From an optimization exercise on the open Yosys and OpenROAD flow, aimed at small area and a short achievable clock period; shortcuts taken in it are not production practice. At most, simulation tests tie the RTL to the original design; equivalence was not proved. No activity file was given, so power comes from the tool's default toggle rates.

==> flow/design.v <==
`timescale 1ns / 1ps
module matriscarpici #(parameter M=8)(
    input clk,
    input rst,
    input [M-1:0] matris_veri,
    input matris_gecerli,
    output reg [2*M+1:0] carpim_veri,
    output reg carpim_gecerli
    );
    reg [4:0] n;           
    reg [1:0] k;           
    reg [M-1:0] d_r;       
    reg [3:0] i_r;         
    reg t_r;               
    reg [2*M-1:0] p0, p1;  
    reg pv;                
    reg pf;                
    reg [M-1:0] s [0:7];   
    reg [2*M+1:0] f0, g0, f1, g1;  
    wire take = matris_gecerli && !n[4];
    wire shift_a = t_r && (!i_r[3] || i_r[0]);
    wire [2*M+1:0] sum0 = (pf ? {(2*M+2){1'b0}} : f0) + p0;
    wire [2*M+1:0] sum1 = (pf ? {(2*M+2){1'b0}} : f1) + p1;
    wire [2*M+1:0] g0_d = pv ? sum0 : g0;
    integer j;
    always @(posedge clk) begin
        d_r <= matris_veri;
        i_r <= n[3:0];
        t_r <= take && !rst;
        if (shift_a) begin
            for (j = 0; j < 7; j = j + 1)
                s[j] <= s[j+1];
            s[7] <= d_r;
        end
        p0 <= s[0] * d_r;
        p1 <= s[4] * d_r;
        pv <= t_r && i_r[3];
        pf <= (i_r[2:1] == 2'd0);
        if (pv) begin
            f0 <= g0;
            f1 <= g1;
            g1 <= sum1;
        end
        g0 <= g0_d;
        if (rst) begin
            n <= 0;
            k <= 0;
            carpim_veri <= 0;
            carpim_gecerli <= 0;
        end else if (n[4]) begin
            k <= k + 1;
            if (k == 2'd3)
                n <= 0;
            carpim_gecerli <= 1;
            carpim_veri <= k[1] ? (k[0] ? g1 : f1) : g0_d;
        end else begin
            if (take)
                n <= n + 1;
            carpim_veri <= 0;
            carpim_gecerli <= 0;
        end
    end
endmodule
Settings: LEC_CHECK=0, CAP_MARGIN=20, CORE_MARGIN=2, CORE_UTILIZATION=40, SETUP_SLACK_MARGIN=5, SLEW_MARGIN=20; clock period 9.5 ns.
run.sh (not shown) runs the stock make flow with config.mk's settings and CLKGATE_MAP_FILE= SYNTH_SCRIPT=/design/flow/synth_recipe.tcl, a recipe that flattens the netlist after the stock synthesis.
Then changed:
--- a/flow/design.v
+++ b/flow/design.v
@@ -13,14 +13,12 @@
     reg [3:0] i_r;         
     reg t_r;               
-    reg [2*M-1:0] p0, p1;  
-    reg pv;                
-    reg pf;                
     reg [M-1:0] s [0:7];   
     reg [2*M+1:0] f0, g0, f1, g1;  
     wire take = matris_gecerli && !n[4];
     wire shift_a = t_r && (!i_r[3] || i_r[0]);
-    wire [2*M+1:0] sum0 = (pf ? {(2*M+2){1'b0}} : f0) + p0;
-    wire [2*M+1:0] sum1 = (pf ? {(2*M+2){1'b0}} : f1) + p1;
-    wire [2*M+1:0] g0_d = pv ? sum0 : g0;
+    wire acc_en = t_r && i_r[3];
+    wire first = (i_r[2:1] == 2'd0);
+    wire [2*M+1:0] p0 = (first ? {(2*M+2){1'b0}} : f0) + s[0] * d_r;
+    wire [2*M+1:0] p1 = (first ? {(2*M+2){1'b0}} : f1) + s[4] * d_r;
     integer j;
     always @(posedge clk) begin
@@ -33,14 +31,10 @@
             s[7] <= d_r;
         end
-        p0 <= s[0] * d_r;
-        p1 <= s[4] * d_r;
-        pv <= t_r && i_r[3];
-        pf <= (i_r[2:1] == 2'd0);
-        if (pv) begin
+        if (acc_en) begin
             f0 <= g0;
+            g0 <= p0;
             f1 <= g1;
-            g1 <= sum1;
+            g1 <= p1;
         end
-        g0 <= g0_d;
         if (rst) begin
             n <= 0;
@@ -53,5 +47,5 @@
                 n <= 0;
             carpim_gecerli <= 1;
-            carpim_veri <= k[1] ? (k[0] ? g1 : f1) : g0_d;
+            carpim_veri <= k[1] ? (k[0] ? g1 : f1) : g0;
         end else begin
             if (take)
What happened: Register-to-register slack loses 0.09 ns. Clock-buffer cell count went down by 8. Final area fell by roughly a tenth. First-iteration DRC count goes up by about a fifth. Hold slack improved by 0.027 ns. Worst setup slack degrades by 0.093 ns. Global-route usage grows by 1.8 points. Die area decreases by roughly a tenth.
No run of this note included a check of the RTL's function; only the layout flow was run.

* * *

matriscarpici, a different RTL version from the one above (not shown whole).
For scale: about 1400 cells after synthesis, about 230 flip-flops, ~12000 um2 of cells after synthesis.
## matriscarpici
module matriscarpici #(parameter M=8)(
    input clk,
    input rst,
    input [M-1:0] matris_veri,
    input matris_gecerli,
    output reg [2*M+1:0] carpim_veri,
    output reg carpim_gecerli
    );
==> module matriscarpici, before the edit <==
module matriscarpici #(parameter M=8)(
    input clk,
    input rst,
    input [M-1:0] matris_veri,
    input matris_gecerli,
    output reg [2*M+1:0] carpim_veri,
    output reg carpim_gecerli
    );
    reg [4:0] n;           
    reg [1:0] k;           
    reg [M-1:0] d_r;       
    reg [M+1:0] t_r3;      
    reg t_r;               
    reg [M+3:0] p0l, p0h, p1l, p1h;  
    reg pv;                
    reg [M-1:0] s [0:7];   
    reg [2*M+1:0] f0, g0, f1, g1;  
    wire take = matris_gecerli && !n[4];
    wire a_r = t_r && (n[4:3] == 2'b00 || n == 5'd8);   
    wire b_r = t_r && !a_r;                              
    wire shift_a = a_r || (b_r && !n[0]);                
    wire clr = !n[4] && !n[3];
    wire [M+1:0] r0 [0:3];
    wire [M+1:0] r1 [0:3];
    genvar q;
    generate
        for (q = 0; q < 4; q = q + 1) begin : rows
            wire [1:0] a0 = s[0][2*q+1:2*q];
            wire [1:0] a1 = s[4][2*q+1:2*q];
            assign r0[q] = a0[1] ? (a0[0] ? t_r3 : {1'b0, d_r, 1'b0}) : (a0[0] ? {2'b00, d_r} : {(M+2){1'b0}});
            assign r1[q] = a1[1] ? (a1[0] ? t_r3 : {1'b0, d_r, 1'b0}) : (a1[0] ? {2'b00, d_r} : {(M+2){1'b0}});
        end
    endgenerate
    wire [2*M+1:0] sum0 = f0 + p0l + {p0h, 4'd0};
    wire [2*M+1:0] sum1 = f1 + p1l + {p1h, 4'd0};
    wire out_sum = !rst && n[4] && !k[1] && pv;
    wire [2*M+1:0] out_held = (rst || !n[4]) ? {(2*M+2){1'b0}} :
                              k[1] ? f1 : g0;
    integer j;
    always @(posedge clk) begin
        d_r <= matris_veri;
        t_r3 <= {2'b00, matris_veri} + {1'b0, matris_veri, 1'b0};
        t_r <= take && !rst;
        if (shift_a) begin
            for (j = 0; j < 7; j = j + 1)
                s[j] <= s[j+1];
            s[7] <= d_r;
        end
        p0l <= r0[0] + {r0[1], 2'b00};
        p0h <= r0[2] + {r0[3], 2'b00};
        p1l <= r1[0] + {r1[1], 2'b00};
        p1h <= r1[2] + {r1[3], 2'b00};
        pv <= b_r;
        if (clr || pv) begin
            f0 <= g0;
            f1 <= g1;
        end else if (n[4] && k == 2'd2) begin
            f1 <= g1;            
        end
        if (clr) begin
            g0 <= 0;
            g1 <= 0;
        end else if (pv) begin
            g0 <= sum0;
            g1 <= sum1;
        end
        carpim_veri <= out_sum ? sum0 : out_held;
        carpim_gecerli <= !rst && n[4];
        if (rst) begin
            n <= 0;
            k <= 0;
        end else if (n[4]) begin
            k <= k + 1;
            if (k == 2'd3)
                n <= 0;
        end else if (take) begin
            n <= n + 1;
        end
    end
endmodule
Settings: LEC_CHECK=0, ABC_AREA=1, CAP_MARGIN=20, CORE_MARGIN=2, CORE_UTILIZATION=65, CTS_CLUSTER_DIAMETER=150, CTS_CLUSTER_SIZE=30, SETUP_SLACK_MARGIN=5, SLEW_MARGIN=20; clock period 9.5 ns.
standard.sh (not shown) runs the stock make flow with config.mk's settings and CLKGATE_MAP_FILE= SYNTH_SCRIPT=/design/flow/synth_recipe.tcl, a recipe that flattens the netlist after the stock synthesis.
==> flow/flow/run.sh <==
#!/bin/bash
# Standard layout with extra ORFS make settings from flow/make_args.txt
# (repair-timing margin and similar); the full make output goes to standard.log.
args=$(cat flow/make_args.txt)
bash standard.sh $args finish > standard.log 2>&1
==> flow/flow/make_args.txt <==
SETUP_SLACK_MARGIN=6.5
==> next run, changes <==
--- a/flow/design.v
+++ b/flow/design.v
@@ -11,15 +11,14 @@
     reg [1:0] k;           
     reg [M-1:0] d_r;       
     reg [M+1:0] t_r3;      
+    reg [3:0] i_r;         
     reg t_r;               
     reg [M+3:0] p0l, p0h, p1l, p1h;  
     reg pv;                
     reg [M-1:0] s [0:7];   
     reg [2*M+1:0] f0, g0, f1, g1;  
     wire take = matris_gecerli && !n[4];
-    wire a_r = t_r && (n[4:3] == 2'b00 || n == 5'd8);   
-    wire b_r = t_r && !a_r;                              
-    wire shift_a = a_r || (b_r && !n[0]);                
+    wire shift_a = t_r && (!i_r[3] || i_r[0]);
     wire clr = !n[4] && !n[3];
     wire [M+1:0] r0 [0:3];
     wire [M+1:0] r1 [0:3];
@@ -41,6 +40,7 @@
     always @(posedge clk) begin
         d_r <= matris_veri;
         t_r3 <= {2'b00, matris_veri} + {1'b0, matris_veri, 1'b0};
+        i_r <= n[3:0];
         t_r <= take && !rst;
         if (shift_a) begin
             for (j = 0; j < 7; j = j + 1)
@@ -51,7 +51,7 @@
         p0h <= r0[2] + {r0[3], 2'b00};
         p1l <= r1[0] + {r1[1], 2'b00};
         p1h <= r1[2] + {r1[3], 2'b00};
-        pv <= b_r;
+        pv <= t_r && i_r[3];
         if (clr || pv) begin
             f0 <= g0;
             f1 <= g1;
After rerunning:
- count of clock-buffer cells in the layout goes up by 1
- register-to-register slack improved by 0.10 ns
- cell count stays the same
- wire length went down by 0.87%
- die area is about the same
- synthesized cell count is unchanged
- via count came out lower by 1.4%
- worst setup slack is about the same
- final area stays flat
- combinational power barely changes
- maximum frequency is about the same
- critical path depth is unchanged

* * *

matriscarpici, a different RTL version from the one above (not shown whole).
Size in the first run: ~1400 cells after synthesis, roughly 230 flip-flops, roughly 0.012 mm2 of cells after synthesis.
==> module matriscarpici, before the edit <==
module matriscarpici #(parameter M=8)(
    input clk,
    input rst,
    input [M-1:0] matris_veri,
    input matris_gecerli,
    output reg [2*M+1:0] carpim_veri,
    output reg carpim_gecerli
    );
    reg [4:0] n;           
    reg [M-1:0] d_r;       
    reg [M+1:0] t_r3;      
    reg t_r;               
    reg [M+3:0] p0l, p0h, p1l, p1h;  
    reg pv;                
    reg [M-1:0] s [0:7];   
    reg [2*M+1:0] f0, g0, f1, g1;  
    wire take = matris_gecerli && !n[4];
    wire a_r = t_r && (n[4:3] == 2'b00 || n == 5'd8);   
    wire b_r = t_r && !a_r;                              
    wire shift_a = a_r || (b_r && !n[0]);                
    wire clr = !n[4] && !n[3];
    wire [M+1:0] r0 [0:3];
    wire [M+1:0] r1 [0:3];
    genvar q;
    generate
        for (q = 0; q < 4; q = q + 1) begin : rows
            wire [1:0] a0 = s[0][2*q+1:2*q];
            wire [1:0] a1 = s[4][2*q+1:2*q];
            assign r0[q] = a0[1] ? (a0[0] ? t_r3 : {1'b0, d_r, 1'b0}) : (a0[0] ? {2'b00, d_r} : {(M+2){1'b0}});
            assign r1[q] = a1[1] ? (a1[0] ? t_r3 : {1'b0, d_r, 1'b0}) : (a1[0] ? {2'b00, d_r} : {(M+2){1'b0}});
        end
    endgenerate
    wire [2*M+1:0] sum0 = f0 + p0l + {p0h, 4'd0};
    wire [2*M+1:0] sum1 = f1 + p1l + {p1h, 4'd0};
    wire out_sum = !rst && n[4] && !n[1] && pv;
    wire [2*M+1:0] out_held = (rst || !n[4]) ? {(2*M+2){1'b0}} :
                              n[1] ? f1 : g0;
    integer j;
    always @(posedge clk) begin
        d_r <= matris_veri;
        t_r3 <= {2'b00, matris_veri} + {1'b0, matris_veri, 1'b0};
        t_r <= take && !rst;
        if (shift_a) begin
            for (j = 0; j < 7; j = j + 1)
                s[j] <= s[j+1];
            s[7] <= d_r;
        end
        p0l <= r0[0] + {r0[1], 2'b00};
        p0h <= r0[2] + {r0[3], 2'b00};
        p1l <= r1[0] + {r1[1], 2'b00};
        p1h <= r1[2] + {r1[3], 2'b00};
        pv <= b_r;
        if (clr || pv) begin
            f0 <= g0;
            f1 <= g1;
        end else if (n[4] && n[1:0] == 2'd2) begin
            f1 <= g1;            
        end
        if (clr) begin
            g0 <= 0;
            g1 <= 0;
        end else if (pv) begin
            g0 <= sum0;
            g1 <= sum1;
        end
        carpim_veri <= out_sum ? sum0 : out_held;
        carpim_gecerli <= !rst && n[4];
        if (rst || n == 5'd19)
            n <= 0;
        else if (n[4] || take)
            n <= n + 1;
    end
endmodule
clock: 9.5 ns
lec_check: 0
abc_area: 1
cap_margin: 20
core_margin: 2
core_utilization: 65
cts_cluster_diameter: 150
cts_cluster_size: 30
setup_slack_margin: 5
slew_margin: 20
==> flow/flow/make_args.txt <==
SETUP_SLACK_MARGIN=6.8
Scripts as last shown in full above: flow/flow/run.sh
Next try:
--- a/flow/design.v
+++ b/flow/design.v
@@ -8,6 +8,7 @@
     output reg carpim_gecerli
     );
     reg [4:0] n;           
+    reg [1:0] k;           
     reg [M-1:0] d_r;       
     reg [M+1:0] t_r3;      
     reg t_r;               
@@ -33,9 +34,9 @@
     endgenerate
     wire [2*M+1:0] sum0 = f0 + p0l + {p0h, 4'd0};
     wire [2*M+1:0] sum1 = f1 + p1l + {p1h, 4'd0};
-    wire out_sum = !rst && n[4] && !n[1] && pv;
+    wire out_sum = !rst && n[4] && !k[1] && pv;
     wire [2*M+1:0] out_held = (rst || !n[4]) ? {(2*M+2){1'b0}} :
-                              n[1] ? f1 : g0;
+                              k[1] ? f1 : g0;
     integer j;
     always @(posedge clk) begin
         d_r <= matris_veri;
@@ -54,7 +55,7 @@
         if (clr || pv) begin
             f0 <= g0;
             f1 <= g1;
-        end else if (n[4] && n[1:0] == 2'd2) begin
+        end else if (n[4] && k == 2'd2) begin
             f1 <= g1;            
         end
         if (clr) begin
@@ -66,9 +67,15 @@
         end
         carpim_veri <= out_sum ? sum0 : out_held;
         carpim_gecerli <= !rst && n[4];
-        if (rst || n == 5'd19)
+        if (rst) begin
             n <= 0;
-        else if (n[4] || take)
+            k <= 0;
+        end else if (n[4]) begin
+            k <= k + 1;
+            if (k == 2'd3)
+                n <= 0;
+        end else if (take) begin
             n <= n + 1;
+        end
     end
 endmodule
What happened: Wire length climbs by 0.69%; cell area climbs by 1.5%; die area climbs by 1.0%; non-clock buffer count climbs by 10; combinational power climbs by about 1%; worst setup slack got worse by 6.5 ps; core utilization climbs by 0.84 points.

afterwards: timing with drivers on the ports:
Ports are ideal in the flow. The routed layouts listed here were re-timed in OpenROAD.
Step 1 sets driving cells, clkbuf_16 on the clock port and buf_2 on the other inputs (assumed; they add their load-dependent delay and slew).
Step 2 adds t to the input delays and takes it off the output delays; t is the mean of the earliest and latest rising clock arrival at the registers after step 1. Input paths then give back, and output paths get back, about the clock's delay inside the block.
Three values: no drivers, after step 1, after step 2; two values: the first two.
run | t (ns) | setup slack, ns | worst hold slack (ns) | worst setup path at the end
the first run of note 1 | 0.562 | 5.162 / 5.162 / 5.162 | 0.380 / 0.380 / 0.380 | register to register
the second run of note 1 | 0.490 | 5.069 / 5.069 / 5.069 | 0.408 / 0.408 / 0.408 | register to register
the first run of note 2 | 0.514 | 6.527 / 6.482 / 6.038 | 0.412 / 0.412 / 0.412 | input to register
the second run of note 2 | 0.516 | 6.529 / 6.480 / 6.088 | 0.389 / 0.389 / 0.389 | input to register
the first run of note 3 | 0.516 | 6.651 / 6.605 / 6.373 | 0.427 / 0.427 / 0.427 | input to register
the second run of note 3 | 0.513 | 6.644 / 6.596 / 6.277 | 0.412 / 0.412 / 0.412 | input to register
After both steps setup and hold are still met in every run listed. The setup slack of the first run of note 2, which loses most, moves by -0.045 ns with the drivers and by -0.489 ns with both steps.
